From an optimization exercise on the open Yosys and OpenROAD flow, aimed at small area, a short achievable clock period and few clock cycles per item; shortcuts taken in it are not production practice. Function was checked by simulation only, so behaviour that the tests miss may differ from the original.

==> build 88: inputs <==
==> flow/design.v (excerpt) <==
module rsa #(
    parameter WIDTH = 32,
    parameter E_BITS = 32
)(
    input  wire                   clk,
    input  wire                   rst,
    input  wire                   start,
    input  wire [WIDTH-1:0]       M,
    input  wire [E_BITS-1:0]      E,
    input  wire [WIDTH-1:0]       N,
    input  wire [WIDTH-1:0]       N_INV,
    input  wire [WIDTH-1:0]       R2_MOD_N,
    output wire [WIDTH-1:0]       C,
    output reg                    done
);
clock: 15.0 ns
lec_check: 0
abc_clock_period_in_ps: 5000
cap_margin: 20
core_margin: 2
core_utilization: 70
cts_buf_list: sky130_fd_sc_hd__clkbuf_8 sky130_fd_sc_hd__clkbuf_16
place_density: 0.8
slew_margin: 20
standard.sh (not shown) runs the stock make flow with config.mk's settings and CLKGATE_MAP_FILE= SYNTH_SCRIPT=/design/flow/synth_recipe.tcl, a recipe that flattens the netlist after the stock synthesis.
==> flow/flow/run.sh <==
#!/bin/bash
# Standard layout (the standard.sh: standard synthesis, floorplan, place,
# CTS, route) with three changes to how it is made:
#  - before floorplanning, flow/fixpol.tcl (with flow/fixpol.py) flips full
#    adders to remove inverters around them (FA(~a,~b,~c) = ~FA(a,b,c)); the
#    registers and the logic function are unchanged;
#  - ORFS's repair_timing is asked for 10 ns of setup margin instead of 0, so
#    that it also shortens paths that already meet the 15 ns clock;
#  - the port buffers that global placement inserts are sky130_fd_sc_hd__buf_2.
# The SDC and the clock period are the standard flow's. Make's output goes to
# make_finish.log; fixpol writes fixpol_in.txt and fixpol_ops.txt here.
set -euo pipefail
bash standard.sh SETUP_SLACK_MARGIN=10 'BUFFER_PORTS_ARGS=-buffer_cell sky130_fd_sc_hd__buf_2' "PRE_FLOORPLAN_TCL=$(pwd)/flow/fixpol.tcl" finish > make_finish.log 2>&1
Other scripts of this flow, unchanged in this note and not shown: flow/flow/fixpol.py, flow/flow/fixpol.tcl
==> inputs of trial 41, as changes to build 88 <==
--- a/flow/design.v
+++ b/flow/design.v
@@ -61,17 +61,16 @@
             c2a = y[2]; c2b = n[0] & y[1]; c2c = n[1] & y[0]; c2d = n[0] & y[1] & y[0];
             qmul[2] = c2a ^ c2b ^ c2c ^ c2d;
             qmul[3] = y[3] ^ (n[0] & y[2]) ^ (n[1] & y[1]) ^ (n[2] & y[0])
                     ^ (c2a & c2b) ^ (c2a & c2c) ^ (c2a & c2d)
                     ^ (c2b & c2c) ^ (c2b & c2d) ^ (c2c & c2d);
         end
     endfunction
     reg  [3:0] t;              
-    reg  [3:0] mlo;            
     wire [3:0] y_s = s[3:0] ^ c[3:0] ^ t;
     wire [3:0] y_k = {(s[2:0] & c[2:0]) | (s[2:0] & t[2:0]) | (c[2:0] & t[2:0]), 1'b0};
     wire [3:0] y_p = y_s ^ y_k;
     wire [3:0] y_g = y_s & y_k;
     wire [3:0] y_c;
     assign y_c[0] = cin;
     assign y_c[1] = y_g[0] | (y_p[0] & cin);
     assign y_c[2] = y_g[1] | (y_p[1] & y_g[0]) | (y_p[1] & y_p[0] & cin);
@@ -168,17 +167,17 @@
                 PH_C1, PH_SQ: a_nx = res_d;
                 PH_C2:        a_nx = ez ? 4'd0 : mr_d;
                 PH_MUL:       a_nx = mr_d;
                 default:      a_nx = 4'd0;
             endcase
         end else begin
             case (ph)
                 PH_C1: begin
-                    res_nx = ez ? sum[32:0] : {1'b0, M};
+                    res_nx = ez ? sum[32:0] : mr;
                     a_nx   = ez ? 4'd1 : sum[3:0];
                 end
                 PH_C2: begin
                     res_nx = sum[32:0];
                     a_nx   = (ph_nx == PH_FIN) ? 4'd1 : sum[3:0];
                 end
                 PH_SQ: begin
                     res_nx = sum[32:0];
@@ -196,31 +195,30 @@
     end
     always @(posedge clk) begin
         npr  <= np;
         nr   <= N;
         ebit <= E[idx];
         isn  <= (res == {1'b0, nr});
         a    <= (ph == PH_IDLE) ? R2_MOD_N[3:0] : a_nx;
         res  <= (ph == PH_IDLE) ? {1'b0, R2_MOD_N} : res_nx;
-        t    <= (ph == PH_IDLE) ? R2_MOD_N[3:0] * R2_MOD_N[3:0]
-              : a_nx * ((!it && ph == PH_C1 && !ez) ? mlo : res_nx[3:0]);
-        if (ph == PH_IDLE) mlo <= M[3:0];
+        t    <= (ph == PH_IDLE) ? R2_MOD_N[3:0] * R2_MOD_N[3:0] : a_nx * res_nx[3:0];
         if (ph == PH_IDLE || !it) begin
             s   <= {AW{1'b0}};
             c   <= {AW{1'b0}};
             cin <= 1'b0;
             j   <= 4'd0;
         end else begin
             s   <= l6_s[W-1:K];
             c   <= l6_c[W-1:K];
             cin <= cin_n;
             j   <= jn;
         end
         if (ph == PH_IDLE) begin
+            mr  <= {1'b0, M};
             idx <= lead;
             ez  <= ~|E;
         end else if (!it) begin
             if (idx_dec) idx <= idx - 5'd1;
             if (ph == PH_C1 || ph == PH_C2) mr <= sum[32:0];
         end
     end
 endmodule
Settings changed: CORE_UTILIZATION 70 to 60, PLACE_DENSITY 0.8 to 0.7.
==> inputs of trial 59, as changes to build 88 <==
--- a/flow/design.v
+++ b/flow/design.v
@@ -25,17 +25,16 @@
     reg  [32:0]   mr;          
     reg  [AW-1:0] s, c;        
     reg           cin;         
     reg  [K-1:0]  a;           
     reg  [4:0]    idx;         
     reg           ebit;        
     reg           ez;          
     reg           isn;         
-    reg  [31:0]   nr;          
     reg  [3:0]    npr;         
     assign C = res[31:0];
     reg  [3:0] np;
     always @(*) begin
         case (N[3:1])
             3'd0: np = 4'd15;
             3'd1: np = 4'd5;
             3'd2: np = 4'd3;
@@ -78,20 +77,20 @@
     assign y_c[3] = y_g[2] | (y_p[2] & y_g[1]) | (y_p[2] & y_p[1] & y_g[0])
                   | (y_p[2] & y_p[1] & y_p[0] & cin);
     wire [3:0] u = y_p ^ y_c;
     wire [3:0] q = qmul(u, npr[3:1]);
     wire [W-1:0] b0 = a[0] ? {5'b0, res}        : {W{1'b0}};
     wire [W-1:0] b1 = a[1] ? {4'b0, res, cin}   : {{(W-1){1'b0}}, cin};
     wire [W-1:0] b2 = a[2] ? {3'b0, res, 2'b0}  : {W{1'b0}};
     wire [W-1:0] b3 = a[3] ? {2'b0, res, 3'b0}  : {W{1'b0}};
-    wire [W-1:0] n0 = q[0] ? {6'b0, nr}          : {W{1'b0}};
-    wire [W-1:0] n1 = q[1] ? {5'b0, nr, 1'b0}    : {W{1'b0}};
-    wire [W-1:0] n2 = q[2] ? {4'b0, nr, 2'b0}    : {W{1'b0}};
-    wire [W-1:0] n3 = q[3] ? {3'b0, nr, 3'b0}    : {W{1'b0}};
+    wire [W-1:0] n0 = q[0] ? {6'b0, N}          : {W{1'b0}};
+    wire [W-1:0] n1 = q[1] ? {5'b0, N, 1'b0}    : {W{1'b0}};
+    wire [W-1:0] n2 = q[2] ? {4'b0, N, 2'b0}    : {W{1'b0}};
+    wire [W-1:0] n3 = q[3] ? {3'b0, N, 3'b0}    : {W{1'b0}};
     wire [W-1:0] s0 = {4'b0, s};
     wire [W-1:0] c0 = {4'b0, c};
     wire [W-1:0] l1a_s = s0 ^ c0 ^ b0;
     wire [W-1:0] l1a_c = ((s0 & c0) | (s0 & b0) | (c0 & b0)) << 1;
     wire [W-1:0] l1b_s = b1 ^ b2 ^ b3;
     wire [W-1:0] l1b_c = ((b1 & b2) | (b1 & b3) | (b2 & b3)) << 1;
     wire [W-1:0] l2_s  = l1a_s ^ l1a_c ^ l1b_s;
     wire [W-1:0] l2_c  = ((l1a_s & l1a_c) | (l1a_s & l1b_s) | (l1a_c & l1b_s)) << 1;
@@ -191,19 +190,18 @@
                 default: begin    
                     res_nx = isn ? 33'd0 : sum[32:0];
                 end
             endcase
         end
     end
     always @(posedge clk) begin
         npr  <= np;
-        nr   <= N;
         ebit <= E[idx];
-        isn  <= (res == {1'b0, nr});
+        isn  <= (res == {1'b0, N});
         a    <= (ph == PH_IDLE) ? R2_MOD_N[3:0] : a_nx;
         res  <= (ph == PH_IDLE) ? {1'b0, R2_MOD_N} : res_nx;
         t    <= (ph == PH_IDLE) ? R2_MOD_N[3:0] * R2_MOD_N[3:0]
               : a_nx * ((!it && ph == PH_C1 && !ez) ? mlo : res_nx[3:0]);
         if (ph == PH_IDLE) mlo <= M[3:0];
         if (ph == PH_IDLE || !it) begin
             s   <= {AW{1'b0}};
             c   <= {AW{1'b0}};
==> flow/flow/run.sh (replaced) <==
#!/bin/bash
# Standard layout (the standard.sh: standard synthesis, floorplan, place,
# CTS, route) with three changes to how it is made:
#  - before floorplanning, flow/fixpol.tcl (with flow/fixpol.py) flips full
#    adders to remove inverters around them (FA(~a,~b,~c) = ~FA(a,b,c)); the
#    registers and the logic function are unchanged;
#  - ORFS's repair_timing is asked for 10 ns of setup margin instead of 0, so
#    that it also shortens paths that already meet the 15 ns clock;
#  - the port buffers that global placement inserts are sky130_fd_sc_hd__buf_1.
# The SDC and the clock period are the standard flow's. Make's output goes to
# make_finish.log; fixpol writes fixpol_in.txt and fixpol_ops.txt here.
set -euo pipefail
bash standard.sh SETUP_SLACK_MARGIN=10 'BUFFER_PORTS_ARGS=-buffer_cell sky130_fd_sc_hd__buf_1' "PRE_FLOORPLAN_TCL=$(pwd)/flow/fixpol.tcl" finish > make_finish.log 2>&1
Settings changed: ABC_AREA from default to 1, CORE_UTILIZATION 70 to 60, CTS_BUF_LIST sky130_fd_sc_hd__clkbuf_8 sky130_fd_sc_hd__clkbuf_16 to sky130_fd_sc_hd__clkbuf_16, CTS_CLUSTER_DIAMETER from default to 250, CTS_CLUSTER_SIZE from default to 60, PLACE_DENSITY 0.8 to 0.7.
==> results_dict.tcl <==
set metrics [dict create \
    drt-met1-wl_um 19860 \
    grt_use_total_pct 39.91 \
    status "no timing/DRC/antenna violations" \
    crit_arrival_ns 5.46 \
    critical-path-max-stage-delay_ns 0.59 \
    crit_type "flip-flop to flip-flop" \
    path_clk_slew_ns 0.08 \
    cts-resized-gates 22 \
    fin_worst_skew_ns 0.01877 \
]
(the above is from build 88)
==> results_dict.tcl <==
set metrics [dict create \
    crit_type "primary input to flip-flop" \
    status "no timing/DRC/antenna violations" \
    die_x_um 173.1 \
    antenna_found_initial 0 \
    grt_use_total_pct 32.74 \
    drt-met1-wl_um 19670 \
    clkbuf_count 17 \
    cts-resized-gates 3 \
    fin_worst_skew_ns 0.01230 \
    crit_arrival_ns 5.28 \
]
(the above is from trial 59)
==> results_dict.tcl <==
set metrics [dict create \
    status "no timing/DRC/antenna violations" \
    grt_use_total_pct 34.19 \
    fin_worst_skew_ns 0.01173 \
    path_clk_slew_ns 0.08 \
    cts-resized-gates 9 \
    critical-path-max-stage-delay_ns 0.58 \
]
(the above is from trial 41)
Testbench counts of build 88, summed over its fixed seeds: cycles 112,410, items 320.
Testbench counts of trial 41, summed over its fixed seeds: cycles 112,410, items 320.
Testbench counts of trial 59, summed over its fixed seeds: cycles 112,410, items 320.

## port drivers added, routing unchanged
No port has a modelled driver above. Below, the same layouts with a new extraction and two added sets of constraints. Step 1 (the two cells are an assumption about what drives the block):
set clk [get_ports {clk}]
set_driving_cell -lib_cell sky130_fd_sc_hd__clkbuf_16 $clk
set_driving_cell -lib_cell sky130_fd_sc_hd__buf_2 [delete_from_list [all_inputs] $clk]
Step 2 times the ports against the registers' clock, not the clock port: input delays grow and output delays shrink by t, the midpoint of the rising clock arrivals with the driver on. Three values: no drivers, after step 1, after step 2; two values: the first two.
run | shift t [ns] | setup WS [ns] | hold WS [ns] | clock arrival spread, ns | worst slew at a driven data input, ns
build 88 | 0.492 | 9.928 / 9.928 / 9.928 | 0.572 / 0.573 / 0.573 | 0.020 / 0.020 | 0.05
trial 41 | 0.516 | 10.018 / 10.018 / 10.018 | 0.566 / 0.566 / 0.566 | 0.012 / 0.012 | 0.04
trial 59 | 0.495 | 10.060 / 10.076 / 9.581 | 0.553 / 0.553 / 0.553 | 0.013 / 0.013 | 0.04
After both steps every run listed still meets setup and hold. For trial 59, which loses most, drivers alone change the setup slack by +0.016 ns; drivers and shift together by -0.479 ns.
